Context: an optimization exercise on an open-source flow, tuned for small area. The choices shown serve that exercise and are no tape-out recipe.
The RTL of this run was laid out without a check of its function.
Power is estimated from default activity; no workload was simulated.

## flow/design.v

```verilog
module FrequencyDivider #(
    parameter IN_CLOCK_FREQ  = 50000000,    
    parameter OUT_CLOCK_FREQ = 128000       
)(
    input     in_clock,          
    input     reset,             
    output    out_clock,         
    output    tick               
);
    localparam REG_WIDTH    = 32;       
    localparam ZERO         = {(REG_WIDTH){1'b0}};
    localparam CLOCK_RATIO = IN_CLOCK_FREQ/OUT_CLOCK_FREQ;  
    reg [REG_WIDTH-1:0] counter;
    reg out_clock_reg;
    wire wrap = (counter >= (CLOCK_RATIO/2 - 1));
    always @ (posedge in_clock) begin
        if (reset) begin
            counter <= ZERO;
            out_clock_reg <= 1'b0;
        end else begin
            counter <= counter + 1'b1;
            if (wrap) begin
                counter <= ZERO;
                out_clock_reg <= ~out_clock_reg;
            end
        end
    end
    assign out_clock = out_clock_reg;
    assign tick = wrap & ~out_clock_reg;
endmodule
module PlayerMovement #(
    parameter INIT_YPOS = 10'd220,
    parameter MAX_YPOS = 10'd459,
    parameter MIN_YPOS = 10'd21
)(
    input clock,
    input enable,    
    input reset,
    input inPlay,    
    input up,        
    input down,      
    output reg [9:0] yPos    
);
    localparam STATIONARY = 2'd0;
    localparam MOVEUP = 2'd1;
    localparam MOVEDOWN = 2'd2;
    reg [1:0] mode;
    always @ (up or down) begin
        if (up) begin
            mode = MOVEUP;
        end else if (down) begin
            mode = MOVEDOWN;
        end else begin
            mode = STATIONARY;
        end
    end
    always @ (posedge clock) begin
        if (reset) begin
            yPos <= INIT_YPOS;
        end else if (enable & inPlay) begin
            if (mode==MOVEUP) begin
                yPos <= yPos - 1'b1;
                if (yPos <= MIN_YPOS) begin
                    yPos <= MIN_YPOS;
                end
            end else if (mode == MOVEDOWN) begin
                yPos <= yPos + 1'b1;
                if (yPos >= MAX_YPOS) begin
                    yPos <= MAX_YPOS;
                end
            end
        end
    end
endmodule
module GameDynamics #(
    parameter INIT_XPOS = 10'd310,
    parameter INIT_YPOS = 10'd230,
    parameter MIN_YPOS = 10'd21,
    parameter MAX_YPOS = 10'd459,
    parameter MIN_XPOS = 10'd10,
    parameter MAX_XPOS = 10'd630,
    parameter PLAYER_H = 10'd80,
    parameter BALL_H = 10'd20
)(
    input clock,                 
    input rst,                   
    input Xtick,                 
    input Ytick,                 
    input reset,                 
    input newGame,               
    input inPlay,                
    input [9:0] p0_Ypos,
    input [9:0] p1_Ypos,
    output reg [9:0] ballXpos,
    output reg [9:0] ballYpos,
    output reg [3:0] p0_score,
    output reg [3:0] p1_score
);
    localparam XINC = 1'b1;
    localparam YINC = 1'b1;
    localparam INC = 1'b1;
    localparam DEC = 1'b0;
    localparam SCORE = 4'd1;
    localparam ZERO = 4'd0;
    reg xDir;
    reg yDir;
    wire p0_coll1 = (ballYpos >= p0_Ypos)&(ballYpos < (p0_Ypos + PLAYER_H));
    wire p0_coll2 = ((ballYpos + BALL_H - 1'b1) >= p0_Ypos)&((ballYpos + BALL_H - 1'b1) < (p0_Ypos + PLAYER_H));
    wire p0_collision = p0_coll1 | p0_coll2;
    wire p1_coll1 = (ballYpos >= p1_Ypos)&(ballYpos < (p1_Ypos + PLAYER_H));
    wire p1_coll2 = ((ballYpos + BALL_H - 1'b1) >= p1_Ypos)&((ballYpos + BALL_H - 1'b1) < (p1_Ypos + PLAYER_H));
    wire p1_collision = p1_coll1 | p1_coll2;
    always @(posedge clock) begin
        if (rst) begin
            ballYpos <= INIT_YPOS;
            yDir <= DEC;
        end else if (reset) begin
            ballYpos <= INIT_YPOS;
        end else if (Ytick & inPlay) begin
            if (yDir == DEC) begin
                ballYpos <= ballYpos - YINC;
                if (ballYpos <= MIN_YPOS) begin
                    yDir <= INC;
                    ballYpos <= MIN_YPOS;
                end
            end else begin
                ballYpos <= ballYpos + YINC;
                if (ballYpos >= MAX_YPOS) begin
                    yDir <= DEC;
                    ballYpos <= MAX_YPOS;
                end
            end
        end
    end
    always @(posedge clock) begin
        if (rst) begin
            ballXpos <= INIT_XPOS;
            xDir <= DEC;
            p0_score <= ZERO;
            p1_score <= ZERO;
        end else if (reset) begin
            ballXpos <= INIT_XPOS;
        end else if (Xtick) begin
            if (newGame) begin
                ballXpos <= INIT_XPOS;
                p0_score <= ZERO;
                p1_score <= ZERO;
            end else if (inPlay) begin
                if (xDir == DEC) begin
                    ballXpos <= ballXpos - XINC;
                    if (ballXpos <= MIN_XPOS) begin
                        if (p0_collision) begin
                            xDir <= INC;
                            ballXpos <= MIN_XPOS;
                        end else begin   
                            ballXpos <= INIT_XPOS;
                            p1_score <= p1_score + SCORE;
                        end
                    end
                end else begin
                    ballXpos <= ballXpos + XINC;
                    if (ballXpos >= MAX_XPOS) begin
                        if (p1_collision) begin
                            xDir <= DEC;
                            ballXpos <= MAX_XPOS;
                        end else begin
                            ballXpos <= INIT_XPOS;   
                            p0_score <= p0_score + SCORE;
                        end
                    end
                end
            end
        end
    end
endmodule
module DrawBorder #(
    parameter X1 = 10,
    parameter Y1 = 20,
    parameter X2 = 630,
    parameter Y2 = 460,
    parameter COLOUR = 24'hFFFFFF
) (
    input clock,
    input enable,        
    input reset,
    input [9:0] xAddr,
    input [9:0] yAddr,
    input inDisplay,
    output reg [23:0] colour_RGB
);
    localparam BLACK = 24'h0;
    wire left = (xAddr==X1)&(yAddr>=Y1)&(yAddr<Y2);
    wire right = (xAddr == X2)&(yAddr >= Y1)& (yAddr < Y2);
    wire top = (yAddr == Y1)&(xAddr >= X1)&(xAddr < X2);
    wire bottom = (yAddr == Y2)&(xAddr >= X1)&(xAddr < X2);
    wire inBorder = inDisplay & (left | right | top | bottom);
    always @(posedge clock) begin
        if (reset) begin
            colour_RGB <= BLACK;
        end else if (enable) begin
            if (inBorder) begin
                colour_RGB <= COLOUR;
            end else begin
                colour_RGB <= BLACK;
            end
        end
    end
endmodule
module DrawFillBox #(
    parameter WIDTH  = 5,
    parameter HEIGHT = 5
)(
    input clock,
    input enable,             
    input reset,
    input [9:0] xPos,
    input [9:0] yPos,
    input [2:0] colour,       
    input [9:0] xAddr,
    input [9:0] yAddr,
    input inDisplay,
    output reg [23:0] colour_RGB
);
    localparam BLACK   = 24'h0;
    localparam RED     = 24'hFF0000;
    localparam GREEN   = 24'h00FF00;
    localparam BLUE    = 24'h0000FF;
    localparam YELLOW  = RED|GREEN;
    localparam CYAN    = GREEN|BLUE;
    localparam MAGENTA = RED|BLUE;
    localparam WHITE   = 24'hFFFFFF;
    reg [23:0] colour_reg;
    wire inBox = inDisplay&(xAddr>=xPos)&(xAddr<(xPos+WIDTH))&(yAddr>=yPos)&(yAddr<(yPos+HEIGHT));
    always @(colour) begin
        case(colour)
            3'b100: colour_reg = RED;
            3'b010: colour_reg = GREEN;
            3'b001: colour_reg = BLUE;
            3'b110: colour_reg = YELLOW;
            3'b011: colour_reg = CYAN;
            3'b101: colour_reg = MAGENTA;
            3'b111: colour_reg = WHITE;
            default: colour_reg = RED;
        endcase
    end
    always @(posedge clock) begin
        if (reset) begin
            colour_RGB <= BLACK;
        end else if (enable) begin
            if (inBox) begin
                colour_RGB <= colour_reg;
            end else begin
                colour_RGB <= BLACK;
            end
        end
    end
endmodule
module VGA_Controller (
    input clock,             
    input enable,            
    input reset,             
    input [23:0] vga_RGB,       
    output reg [9:0] xAddr,      
    output reg [9:0] yAddr,      
    output reg inDisplay,        
    output reg vga_hs,
    output reg vga_vs,
    output reg [7:0] vga_R,
    output reg [7:0] vga_G,
    output reg [7:0] vga_B
);
    localparam H_MAX = 800;          
    localparam H_A = 96;
    localparam H_B = 48;
    localparam H_C = 640;
    localparam H_D = 16;
    localparam V_MAX = 525;          
    localparam V_A = 2;
    localparam V_B = 33;
    localparam V_C = 480;
    localparam V_D = 10;
    localparam X_START = H_A + H_B;
    localparam X_END   = H_A + H_B + H_C;
    localparam Y_START = V_A + V_B;
    localparam Y_END   = V_A + V_B + V_C;
    localparam ZERO = 10'd0;
    localparam INC = 10'd1;
    reg [9:0] h_count;
    reg [9:0] v_count;
    always@ (posedge clock) begin
      if (reset) begin
        h_count <= ZERO;
        v_count <= ZERO;
        vga_R <= 8'h00;
        vga_G <= 8'h00;
        vga_B <= 8'h00;
        vga_hs <= 1'b0;
        vga_vs <= 1'b0;
        xAddr <= ZERO;
        yAddr <= ZERO;
        inDisplay <= 1'b0;
      end else if (enable) begin
        h_count <= h_count + INC;    
        if (h_count >= H_MAX) begin
            h_count <= ZERO;
            v_count <= v_count + INC;    
            if (v_count >= V_MAX) begin
                v_count <= ZERO;
            end
        end
        if (h_count < H_A) vga_hs <= 1'b0;
        else vga_hs <= 1'b1;
        if (v_count < V_A) vga_vs <= 1'b0;
        else vga_vs <= 1'b1;
        if ((h_count >= X_START) && (h_count < X_END) && (v_count >= Y_START) && (v_count < Y_END)) begin
            xAddr <= h_count - X_START;
            yAddr <= v_count - Y_START;
            inDisplay <= 1'b1;
        end else begin
            inDisplay <= 1'b0;
            xAddr <= ZERO;
            yAddr <= ZERO;
        end
        if (inDisplay) begin
            vga_R <= vga_RGB[16+:8];
            vga_G <= vga_RGB[8+:8];
            vga_B <= vga_RGB[0+:8];
        end else begin
            vga_R <= 8'h00;
            vga_G <= 8'h00;
            vga_B <= 8'h00;
        end
      end
    end
endmodule
module WinScene (
    input clock,
    input enable,            
    input reset,             
    input inPlay,            
    input [3:0] p0_score,
    input [3:0] p1_score,
    input [2:0] p0_colour,
    input [2:0] p1_colour,
    input [9:0] xAddr,
    input [9:0] yAddr,
    input inDisplay,
    output reg [23:0] colour_RGB,
    output gameOver,
    output newGame
);
    localparam BLACK   = 24'h0;
    localparam RED     = 24'hFF0000;
    localparam GREEN   = 24'h00FF00;
    localparam BLUE    = 24'h0000FF;
    localparam YELLOW  = RED|GREEN;
    localparam CYAN    = GREEN|BLUE;
    localparam MAGENTA = RED|BLUE;
    localparam WHITE   = 24'hFFFFFF;
    localparam WIN_SCORE = 4'd10;    
    localparam T_H = 10'd80;
    localparam T_W = 10'd30;
    localparam P_X = 10'd242;
    localparam NUM_X = 10'd286;
    localparam W_X = 10'd208;
    localparam I_X = 10'd252;
    localparam N_X = 10'd276;
    localparam S_X = 10'd320;
    localparam L1_Y = 10'd150;
    localparam L2_Y = 10'd250;
    reg [2:0] colour;    
    reg [23:0] colour_reg;
    wire p = (((xAddr==P_X)&(yAddr>=L1_Y)&(yAddr<(L1_Y+T_H)))|((xAddr==P_X+T_W))&(yAddr>=L1_Y)&(yAddr<(L1_Y+T_H/2)))|(((yAddr==L1_Y)|(yAddr==L1_Y+T_H/2))&(xAddr>=P_X)&(xAddr<(P_X+T_W)));
    wire no_1 = (xAddr == NUM_X)&(yAddr>=L1_Y)&(yAddr<(L1_Y+T_H));
    wire no_2 = (((xAddr==NUM_X)&(yAddr>=L1_Y+T_H/2)&(yAddr<(L1_Y+T_H)))|((xAddr==NUM_X+T_W)&(yAddr>=L1_Y)&(yAddr<(L1_Y+T_H/2)))|(((yAddr==L1_Y)|(yAddr==L1_Y+T_H/2)|(yAddr==L1_Y+T_H))&(xAddr>=NUM_X)&(xAddr<(NUM_X+T_W))));
    wire w = (((xAddr==W_X)|(xAddr==W_X+T_W))&(yAddr>=L2_Y)&(yAddr<L2_Y+T_H))|((yAddr==L2_Y+T_H)&(xAddr>=W_X)&(xAddr<(W_X+T_W)))|((xAddr==W_X+T_W/2)&(yAddr>=L2_Y+T_H/2)&(yAddr<L2_Y+T_H));
    wire i = (xAddr == I_X)&(yAddr>=L2_Y)&(yAddr<(L2_Y+T_H));
    wire n = (((xAddr==N_X)|(xAddr==N_X+T_W))&(yAddr>=L2_Y)&(yAddr<L2_Y+T_H))|((yAddr==L2_Y)&(xAddr>=N_X)&(xAddr<(N_X+T_W)));
    wire s = (((xAddr==S_X)&(yAddr>=L2_Y)&(yAddr<(L2_Y+T_H/2)))|((xAddr==S_X+T_W)&(yAddr>=L2_Y+T_H/2)&(yAddr<(L2_Y+T_H)))|(((yAddr==L2_Y)|(yAddr==L2_Y+T_H/2)|(yAddr==L2_Y+T_H))&(xAddr>=S_X)&(xAddr<(S_X+T_W))));
    wire p0_wintext = p|no_1|w|i|n|s;
    wire p1_wintext = p|no_2|w|i|n|s;
    wire p0_win = (p0_score >= WIN_SCORE);
    wire p1_win = (p1_score >= WIN_SCORE);
    wire win = p0_win | p1_win;
    wire gameEnd = win & inPlay;
    wire drawEnable = inDisplay & gameEnd;
    assign gameOver = gameEnd;
    assign newGame = win & ~inPlay;
    always @* begin
        if (p0_win) begin
            colour = p0_colour;
        end else begin
            colour = p1_colour;
        end
    end
    always @(colour) begin
        case(colour)
            3'b100: colour_reg = RED;
            3'b010: colour_reg = GREEN;
            3'b001: colour_reg = BLUE;
            3'b110: colour_reg = YELLOW;
            3'b011: colour_reg = CYAN;
            3'b101: colour_reg = MAGENTA;
            3'b111: colour_reg = WHITE;
            default: colour_reg = RED;
        endcase
    end
    always @(posedge clock) begin
      if (reset) begin
        colour_RGB <= BLACK;
      end else if (enable) begin
        colour_RGB <= BLACK;
        if (drawEnable) begin
            if (p0_win & p0_wintext) begin
                colour_RGB <= colour_reg;
            end else if (p1_win & p1_wintext) begin
                colour_RGB <= colour_reg;
            end else begin
                colour_RGB <= BLACK;
            end
        end
      end
    end
endmodule
module HexTo7Seg #(
    parameter INVERT_OUTPUT = 0
)(
    input      [3:0] hexValue,
    output reg [6:0] sevenSeg
);
    always @ * begin
        if (INVERT_OUTPUT == 0) begin
            case (hexValue)
                4'h0: sevenSeg = 7'b0111111;
                4'h1: sevenSeg = 7'b0000110;
                4'h2: sevenSeg = 7'b1011011;
                4'h3: sevenSeg = 7'b1001111;
                4'h4: sevenSeg = 7'b1100110;
                4'h5: sevenSeg = 7'b1101101;
                4'h6: sevenSeg = 7'b1111101;
                4'h7: sevenSeg = 7'b0000111;
                4'h8: sevenSeg = 7'b1111111;
                4'h9: sevenSeg = 7'b1100111;
                4'hA: sevenSeg = 7'b1110111;
                4'hB: sevenSeg = 7'b1111100;
                4'hC: sevenSeg = 7'b0111001;
                4'hD: sevenSeg = 7'b1011110;
                4'hE: sevenSeg = 7'b1111001;
                4'hF: sevenSeg = 7'b1110001;
                default: sevenSeg = 7'b0000000;
            endcase
        end else begin
            case (hexValue)
                4'h0: sevenSeg = 7'b1000000;
                4'h1: sevenSeg = 7'b1111001;
                4'h2: sevenSeg = 7'b0100100;
                4'h3: sevenSeg = 7'b0110000;
                4'h4: sevenSeg = 7'b0011001;
                4'h5: sevenSeg = 7'b0010010;
                4'h6: sevenSeg = 7'b0000010;
                4'h7: sevenSeg = 7'b1111000;
                4'h8: sevenSeg = 7'b0000000;
                4'h9: sevenSeg = 7'b0011000;
                4'hA: sevenSeg = 7'b0001000;
                4'hB: sevenSeg = 7'b0000011;
                4'hC: sevenSeg = 7'b1000110;
                4'hD: sevenSeg = 7'b0100001;
                4'hE: sevenSeg = 7'b0000110;
                4'hF: sevenSeg = 7'b0001110;
                default: sevenSeg = 7'b1111111;
            endcase
        end
    end
endmodule
 module ScoreToLed (
    input      [3:0] scoreValue,
    output reg [9:0] led
 );
     always @ * begin
        case (scoreValue)
            4'h0: led = 10'b0000000000;
            4'h1: led = 10'b0000000001;
            4'h2: led = 10'b0000000011;
            4'h3: led = 10'b0000000111;
            4'h4: led = 10'b0000001111;
            4'h5: led = 10'b0000011111;
            4'h6: led = 10'b0000111111;
            4'h7: led = 10'b0001111111;
            4'h8: led = 10'b0011111111;
            4'h9: led = 10'b0111111111;
            4'hA: led = 10'b1111111111;
            default: led = 10'b0000000000;
        endcase
     end
endmodule
module PongGame_Board1 (
    input clock,
    input reset,             
    input [1:0] p0_move,
    input [1:0] p1_move,     
    input [2:0] p0_colour,
    input [2:0] p1_colour,   
    input p0_play,
    input p1_play,            
    output [6:0] hex0,
    output [6:0] hex5,
    output [6:0] hex4,
    output [9:0] led,
    output [3:0] p1_scoreOut,
    output vga_clk,
    output vga_hs,
    output vga_vs,
    output [7:0] vga_R,
    output [7:0] vga_G,
    output [7:0] vga_B
);
    localparam IN_FREQ = 50000000;       
    localparam VGA_FREQ   = 25000000;
    localparam PMOVE_FREQ = 250000;
    localparam BALLY_FREQ = 200000;
    localparam BALLX_FREQ = 100000;
    localparam ENV_X1 = 10'd10;
    localparam ENV_X2 = 10'd630;
    localparam ENV_Y1 = 10'd20;
    localparam ENV_Y2 = 10'd460;
    localparam PLAYER_W = 5;                 
    localparam PLAYER_H = 80;                
    localparam P0_XPOS = ENV_X1+1'b1;        
    localparam P1_XPOS = ENV_X2-PLAYER_W;    
    localparam P_INIT_YPOS = 10'd229;        
    localparam P_MAX_YPOS = ENV_Y2 - PLAYER_H - 1'b1;    
    localparam P_MIN_YPOS = ENV_Y1 + 1'b1;               
    localparam BALL_W = 15;
    localparam BALL_H = 20;
    localparam B_INIT_XPOS = 10'd310;
    localparam B_INIT_YPOS = 10'd230;
    localparam BALL_COLOUR = 3'b111;     
    localparam B_MIN_XPOS = P0_XPOS + PLAYER_W;
    localparam B_MAX_XPOS = P1_XPOS - BALL_W;
    localparam B_MIN_YPOS = ENV_Y1 + 1'b1;
    localparam B_MAX_YPOS = ENV_Y2 - BALL_H - 1'b1;
    wire vga_tick, pmove_tick, bally_tick, ballx_tick;
    wire pmove_clk, bally_clk, ballx_clk;    
    wire [9:0] p0_Ypos;
    wire [9:0] p1_Ypos;
    wire [9:0] ballXpos;
    wire [9:0] ballYpos;
    wire inPlay = p0_play&p1_play;       
    wire [3:0] p0_score;                 
    wire [3:0] p1_score;
    wire [23:0] border_RGB;
    wire [23:0] ball_RGB;
    wire [23:0] p0_RGB;
    wire [23:0] p1_RGB;
    wire [23:0] winScreen_RGB;
    wire [23:0] vga_RGB = border_RGB|ball_RGB|p0_RGB|p1_RGB|winScreen_RGB;
    wire [9:0] xAddr;
    wire [9:0] yAddr;
    wire inDisplay;   
    wire gameOver;
    wire newGame;
    wire boxReset = reset | gameOver;
    assign p1_scoreOut = p1_score;  
    assign hex5 = 7'b0001100;    
    assign hex4 = 7'b1111001;    
    VGA_Controller display(
        .clock(clock),
        .enable(vga_tick),
        .reset(reset),
        .vga_hs(vga_hs),
        .vga_vs(vga_vs),
        .vga_R(vga_R),
        .vga_B(vga_B),
        .vga_G(vga_G),
        .xAddr(xAddr),
        .yAddr(yAddr),
        .vga_RGB(vga_RGB),
        .inDisplay(inDisplay)
    );
    DrawBorder #(
        .X1(ENV_X1),
        .Y1(ENV_Y1),
        .X2(ENV_X2),
        .Y2(ENV_Y2),
        .COLOUR(24'hFFFFFF)
    )Enviro(
        .clock(clock),
        .enable(vga_tick),
        .reset(reset),
        .xAddr(xAddr),
        .yAddr(yAddr),
        .inDisplay(inDisplay),
        .colour_RGB(border_RGB)
    );
    DrawFillBox #(
        .WIDTH(BALL_W),
        .HEIGHT(BALL_H)
    )Ball(
        .clock(clock),
        .enable(vga_tick),
        .reset(boxReset),
        .xPos(ballXpos),
        .yPos(ballYpos),
        .colour(BALL_COLOUR),
        .xAddr(xAddr),
        .yAddr(yAddr),
        .inDisplay(inDisplay),
        .colour_RGB(ball_RGB)
    );
    GameDynamics #(
        .INIT_XPOS(B_INIT_XPOS),
        .INIT_YPOS(B_INIT_YPOS),
        .PLAYER_H(PLAYER_H),
        .BALL_H(BALL_H),
        .MIN_YPOS(B_MIN_YPOS),
        .MIN_XPOS(B_MIN_XPOS),
        .MAX_YPOS(B_MAX_YPOS),
        .MAX_XPOS(B_MAX_XPOS)
    )playGame(
        .clock(clock),
        .rst(reset),
        .Xtick(ballx_tick),
        .Ytick(bally_tick),
        .reset(gameOver),
        .inPlay(inPlay),
        .newGame(newGame),
        .p0_Ypos(p0_Ypos),
        .p1_Ypos(p1_Ypos),
        .ballXpos(ballXpos),
        .ballYpos(ballYpos),
        .p0_score(p0_score),
        .p1_score(p1_score)
    );
    WinScene winScene(
        .clock(clock),
        .enable(vga_tick),
        .reset(reset),
        .inPlay(inPlay),
        .p0_score(p0_score),
        .p1_score(p1_score),
        .p0_colour(p0_colour),
        .p1_colour(p1_colour),
        .xAddr(xAddr),
        .yAddr(yAddr),
        .inDisplay(inDisplay),
        .colour_RGB(winScreen_RGB),
        .gameOver(gameOver),
        .newGame(newGame)
    );
    DrawFillBox #(
        .WIDTH(PLAYER_W),
        .HEIGHT(PLAYER_H)
    )p0_paddle(
        .clock(clock),
        .enable(vga_tick),
        .reset(boxReset),
        .xPos(P0_XPOS),
        .yPos(p0_Ypos),
        .colour(p0_colour),
        .xAddr(xAddr),
        .yAddr(yAddr),
        .inDisplay(inDisplay),
        .colour_RGB(p0_RGB)
    );
    PlayerMovement #(
        .INIT_YPOS(P_INIT_YPOS),
        .MAX_YPOS(P_MAX_YPOS),
        .MIN_YPOS(P_MIN_YPOS)
    )p0_control(
        .clock(clock),
        .enable(pmove_tick),
        .reset(boxReset),
        .inPlay(inPlay),
        .up(~p0_move[0]),
        .down(~p0_move[1]),
        .yPos(p0_Ypos)
    );
    DrawFillBox #(
        .WIDTH(PLAYER_W),
        .HEIGHT(PLAYER_H)
    )p1_paddle(
        .clock(clock),
        .enable(vga_tick),
        .reset(boxReset),
        .xPos(P1_XPOS),
        .yPos(p1_Ypos),
        .colour(p1_colour),
        .xAddr(xAddr),
        .yAddr(yAddr),
        .inDisplay(inDisplay),
        .colour_RGB(p1_RGB)
    );
    PlayerMovement #(
        .INIT_YPOS(P_INIT_YPOS),
        .MAX_YPOS(P_MAX_YPOS),
        .MIN_YPOS(P_MIN_YPOS)
    )p1_control(
        .clock(clock),
        .enable(pmove_tick),
        .reset(boxReset),
        .inPlay(inPlay),
        .up(~p1_move[0]),
        .down(~p1_move[1]),
        .yPos(p1_Ypos)
    );
    FrequencyDivider #(.IN_CLOCK_FREQ(IN_FREQ), .OUT_CLOCK_FREQ(VGA_FREQ))
        div_vga (.in_clock(clock), .reset(reset), .out_clock(vga_clk), .tick(vga_tick));
    FrequencyDivider #(.IN_CLOCK_FREQ(IN_FREQ), .OUT_CLOCK_FREQ(PMOVE_FREQ))
        div_pmove (.in_clock(clock), .reset(reset), .out_clock(pmove_clk), .tick(pmove_tick));
    FrequencyDivider #(.IN_CLOCK_FREQ(IN_FREQ), .OUT_CLOCK_FREQ(BALLY_FREQ))
        div_bally (.in_clock(clock), .reset(reset), .out_clock(bally_clk), .tick(bally_tick));
    FrequencyDivider #(.IN_CLOCK_FREQ(IN_FREQ), .OUT_CLOCK_FREQ(BALLX_FREQ))
        div_ballx (.in_clock(clock), .reset(reset), .out_clock(ballx_clk), .tick(ballx_tick));
    HexTo7Seg #(
        .INVERT_OUTPUT(1)
    )player1(
        .hexValue(p0_score),
        .sevenSeg(hex0)
    );
    ScoreToLed p0_scoreled (
        .scoreValue(p0_score),
        .led(led)
    );
endmodule
```

## flow/run.sh

```bash
#!/bin/bash
# synth_recipe.tcl (not shown) runs the flow's synth.tcl, then flattens the netlist and writes it again
# the make line also repeats each setting of config.mk as NAME=value (left out here)
make -C /OpenROAD-flow-scripts/flow DESIGN_CONFIG=/design/flow/config.mk WORK_HOME=/design/flow/orfs CLKGATE_MAP_FILE= SYNTH_SCRIPT=/design/flow/synth_recipe.tcl finish
```

## flow/config.mk

```make
export PLATFORM = sky130hd
export DESIGN_NAME = PongGame_Board1
export DESIGN_NICKNAME = PongGame_Board1
export VERILOG_FILES = /design/flow/design.v
export SDC_FILE = /design/flow/constraint.sdc
export NUM_CORES = 4
export LEC_CHECK = 0
export CAP_MARGIN = 20
export CORE_MARGIN = 2
export CORE_UTILIZATION = 40
export SLEW_MARGIN = 20
```

## flow/constraint.sdc

```tcl
create_clock -name core_clock -period 10.0 [get_ports {clock}]
set_input_delay 2.0000 -clock core_clock [delete_from_list [all_inputs] [get_ports {clock}]]
set_output_delay 2.0000 -clock core_clock [all_outputs]
set_load 0.01 [all_outputs]
```

==> results by group <==
CTS
  • Post-CTS setup buffers: 0
  • Clk Latency, worst-skew pair: 0.54 ns
  • Hold bufs inserted after CTS: 0
  • CTS HTree Levels: 1
  • Total clock sinks: 224
  • Clock tree from TritonCTS: done
  • Quantity of gates resized following cts: 0
  • Max clock buf depth: 3
  • CTS root buf: clkbuf_16
  • Inserted Clock Buffers: 25
  • Clock slew at reported path FFs: 0.06 ns

Critical path
  • Data arrival time of the worst path: 6.42 ns
  • Crit Path Category: reg2reg
  • Start of the worst register-to-register path: playGame.ballYpos[2]$_SDFFE_PP1P_
  • Kind of cell adding the most delay to the critical path: compound AO/OA/AOI/OAI gates
  • Endpoint required time on the critical path: 10.43 ns
  • Cell with the biggest individual delay on the critical path: dfxtp_1
  • Crit Path Max Fanout: 19
  • Crit path buffers/inverters: 1
  • Worst path max stage delay: 0.75 ns
  • Critical path's most frequent cell: ha_1
  • Slack of the worst reg-to-reg path: 4.01 ns
  • Endpoint class of the critical path: flop
  • CP Launch Point: playGame.ballYpos[2]$_SDFFE_PP1P_
  • Critical path startpoint category: flop
  • Crit-path cells: ha_1, o2111ai_1, xnor2_1, nor3b_1, xnor2_1, ha_1, a2111o_1, o21a_1, a2111oi_4, nand2_4, a21oi_4, o21ai_1, a21oi_1, inv_1, ha_1, mux2_1, a211o_1

STA
  • Final number of max-transition violations: 0
  • Final worst clock skew: 0.01233 ns
  • Max Clock Freq: 0.1668 GHz
  • Headroom to the max-slew limit: 36.81%
  • Setup TNS: 0 ns
  • Worst hold margin: 0.4498 ns
  • Fin. Hold Viols: 0
  • Unrepaired setup endpoints after global routing: false
  • Transition time at the pin with the least slew margin: 0.9457 ns
  • Slack of the critical path: 4.006 ns
  • Fin crit share: 59.94%
  • Final setup vio count: 0
  • Final min period: 5.994 ns

Logic synthesis
  • Synth Area in Compound Gates: 21.98%
  • Count leader, synth: dfxtp_1
  • Top post-synthesis cells by count: dfxtp_1 (224), nor2_1 (184), ha_1 (179), a21oi_1 (126), nand2_1 (113)
  • Average instance area after synthesis: 8.255 sq um
  • Count of flip-flops with a built-in enable after synthesis: 0
  • Combinational family with the most area after synthesis: compound AO/OA/AOI/OAI gates
  • Portion of netlist area occupied by mux cells: 0.7298%
  • Number of distinct standard cells referenced by the synthesized netlist: 99
  • Simple-gate area share of the yosys netlist: 19.69%
  • Synthesized cell area: 14740 sq um
  • Cell taking the most area after synthesis: dfxtp_1
  • Yosys warning count: 13
  • Cell types occupying the most area after synthesis: dfxtp_1 (30%), ha_1 (15%), nor2_1 (4.7%), a21oi_1 (4.3%), xnor2_1 (3.1%)
  • Share of async-settable or async-resettable flops after synthesis: 0%
  • Primary FF master, synth: dfxtp_1
  • Mapped Cells: 1786
  • Share of the yosys chip area belonging to registers: 30.41%
  • Fraction of post-synthesis cell area in the top cell type by area: 30.41%
  • Yosys reg bits: 224
  • Area share of fa/ha/maj cells after synthesis: 15.19%
  • Xor/xnor cell area share of the yosys netlist: 5.168%

Global route
  • Antenna violations before repair: 0
  • Gr ovfl total: 0
  • Maximum number of pins on one net before global-route repair: 53
  • First-pass GRT wire length: 63690 um
  • Number of global-route vias before repair: 12290
  • Overall routing resource usage: 19.97%

Finish
  • Synthesis-to-layout area growth: 12.36%
  • Largest registers: div_ballx.counter x32, div_bally.counter x32, div_pmove.counter x32
  • Number of nets in the layout: 2040
  • Fraction of layout cells with a size suffix above 1: 5.740%
  • Final instance count without filler cells: 2332
  • Number of diodes: 0

Route
  • Via count: 12930
  • Violation count after the first detailed-route iteration: 1017
  • TritonRoute pass-1 iters: 5
  • Routed WL per cell: 16.48 um
  • Total wire length after detailed routing: 38420 um
  • Remaining antenna violation count: 0
  • Via count normalized by instance count: 5.546
  • DRC viols: 0

Outcome
  • Outcome: no timing/DRC/antenna violations

Die
  • Initial Utilization: 40.47%
  • Die boundary height: 196.0 um
  • Number of ports placed on the die boundary: 76
  • Row count: 70
  • Width of the die: 196.0 um
  • Full die area: 38410 sq um
  • Std-Cell Core Area: 36430 sq um

Power and ir drop
  • Fraction of power consumed by sequential logic: 45.0%
  • Relative contribution of combinational cells to total power: 9.9%
  • NetSw: 0.5311 mW
  • Sw Ratio: 25.47%
  • Int Pwr: 1.554 mW
  • Max rail drop VDD: 0.1052 mV
  • Clock power share: 45.1%
  • Lkg Pwr: 6.815 nW
  • Power density over the cells: 125.9 nW/um^2

Place
  • Worst Setup Slack post-DPL: 4.077 ns
  • RD Place Congestion: 0.9265
  • # placed instances: 2288
  • Detailed placer's ending HPWL: 27860 um
  • Count of input and output buffers: 61

Worst hold path
  • Class of the tightest hold or removal check: reg2reg
  • Start point of the worst min-delay path: div_pmove.counter[0]$_SDFF_PP0_

Job
  • Number of maximum-capacitance violations: 0
## area by class of cell
type	instances	area (sq um)
Multi-Input combinational cell	1427	9600
Fill cell	3598	19870
Clock buffer	35	723.2
Tap cell	468	585.6
Timing Repair Buffer	70	673.1
Clock inverter	9	126.4
Sequential cell	224	4486
Inverter	99	371.6
## power by group through the flow
stage	Sequential (mW)	Combinational (mW)	Clock, mW
after floorplan	0.947	0.155	0
after global placement	0.956	0.200	0
after detailed placement	0.957	0.203	0
after CTS	0.938	0.204	0.969
after global routing	0.941	0.232	1.00
final	0.937	0.206	0.941
## through the flow
stage / power [mW] / utilization, % / instance area (sq um)
detailed placement: 1.160 / 43.14 / 15720
finish: 2.085 / 45.47 / 16570
floorplan: 1.102 / - / 15070
global placement: 1.157 / 43.14 / 15720
global route: 2.177 / 45.47 / 16570
CTS: 2.111 / 45.47 / 16570
## worst paths after layout
check,depth (start not counted),to
setup / recovery,17,hex0[3]$_DFF_P_
hold / removal,1,div_pmove.counter[0]$_SDFF_PP0_
setup reg to reg,17,hex0[3]$_DFF_P_
hold reg to reg,1,div_pmove.counter[0]$_SDFF_PP0_
## kinds of logic (layout without fill, tap and decap cells)
kind of cell               Yosys count  in the layout
buffers and inverters              221            213
AOI/OAI and AO/OA                  478            478
adders and majority gates          179            179
DFF                                224            224
muxes                                9              9
xor gates and xnor gates            87             87
and+or+nand+nor                    586            586
other                                2             88
## layer usage
layer / GRT usage, % / share of wire, %
met3: 2.424 / 4.6
met1: 27.52 / 48
met2: 33.24 / 46
met4: 4.882 / 2.2
met5: 0 / 0
## worst reg2reg max path, stage by stage, from the launching register on
cell       delay (ns)
dfxtp_1          0.75
ha_1             0.50
o2111ai_1        0.24
xnor2_1          0.45
nor3b_1          0.28
xnor2_1          0.26
ha_1             0.32
a2111o_1         0.42
o21a_1           0.21
a2111oi_4        0.45
nand2_4          0.13
a21oi_4          0.34
o21ai_1          0.15
a21oi_1          0.32
inv_1            0.14
ha_1             0.33
mux2_1           0.30
a211o_1          0.28
## layout by cell type (no fill, tap or decap), types with 12 or more instances in the layout
master	count
a211oi_1	13
a21o_1	25
a21oi_1	125
a22oi_1	27
a31oi_1	19
and3_1	18
clkbuf_16	25
clkdlybuf4s50_1	60
conb_1	88
dfxtp_1	223
ha_1	179
inv_1	92
nand2_1	113
nand2b_1	21
nand3_1	57
nand4_1	27
nor2_1	184
nor2b_1	15
nor3_1	52
nor4_1	28
o211ai_1	20
o21a_1	19
o21ai_0	89
o21ai_1	12
o22ai_1	13
or3_1	12
xnor2_1	53
xor2_1	34

-- static timing again, ports no longer ideal --
Ports are ideal in the flow. The routed layout listed here was re-timed in OpenROAD. Step 1 assumes that a clkbuf_16 drives the clock port and a buf_2 every other input. Step 2 also shifts input and output timing later by t, the mid clock arrival at the registers, as if the neighbouring blocks saw the same clock. Slacks: ideal / step 1 / step 2; pairs: ideal / step 1.
t, ns: 0.592
setup WS [ns]: 4.006 / 4.006 / 4.006
slew at the worst register clock pin (ns): 0.06 / 0.06
cell pins on the clock port's net: 1
After both steps this run still meets setup and hold. For this run, drivers alone change the setup slack by 0.000 ns; drivers and shift together by 0.000 ns.
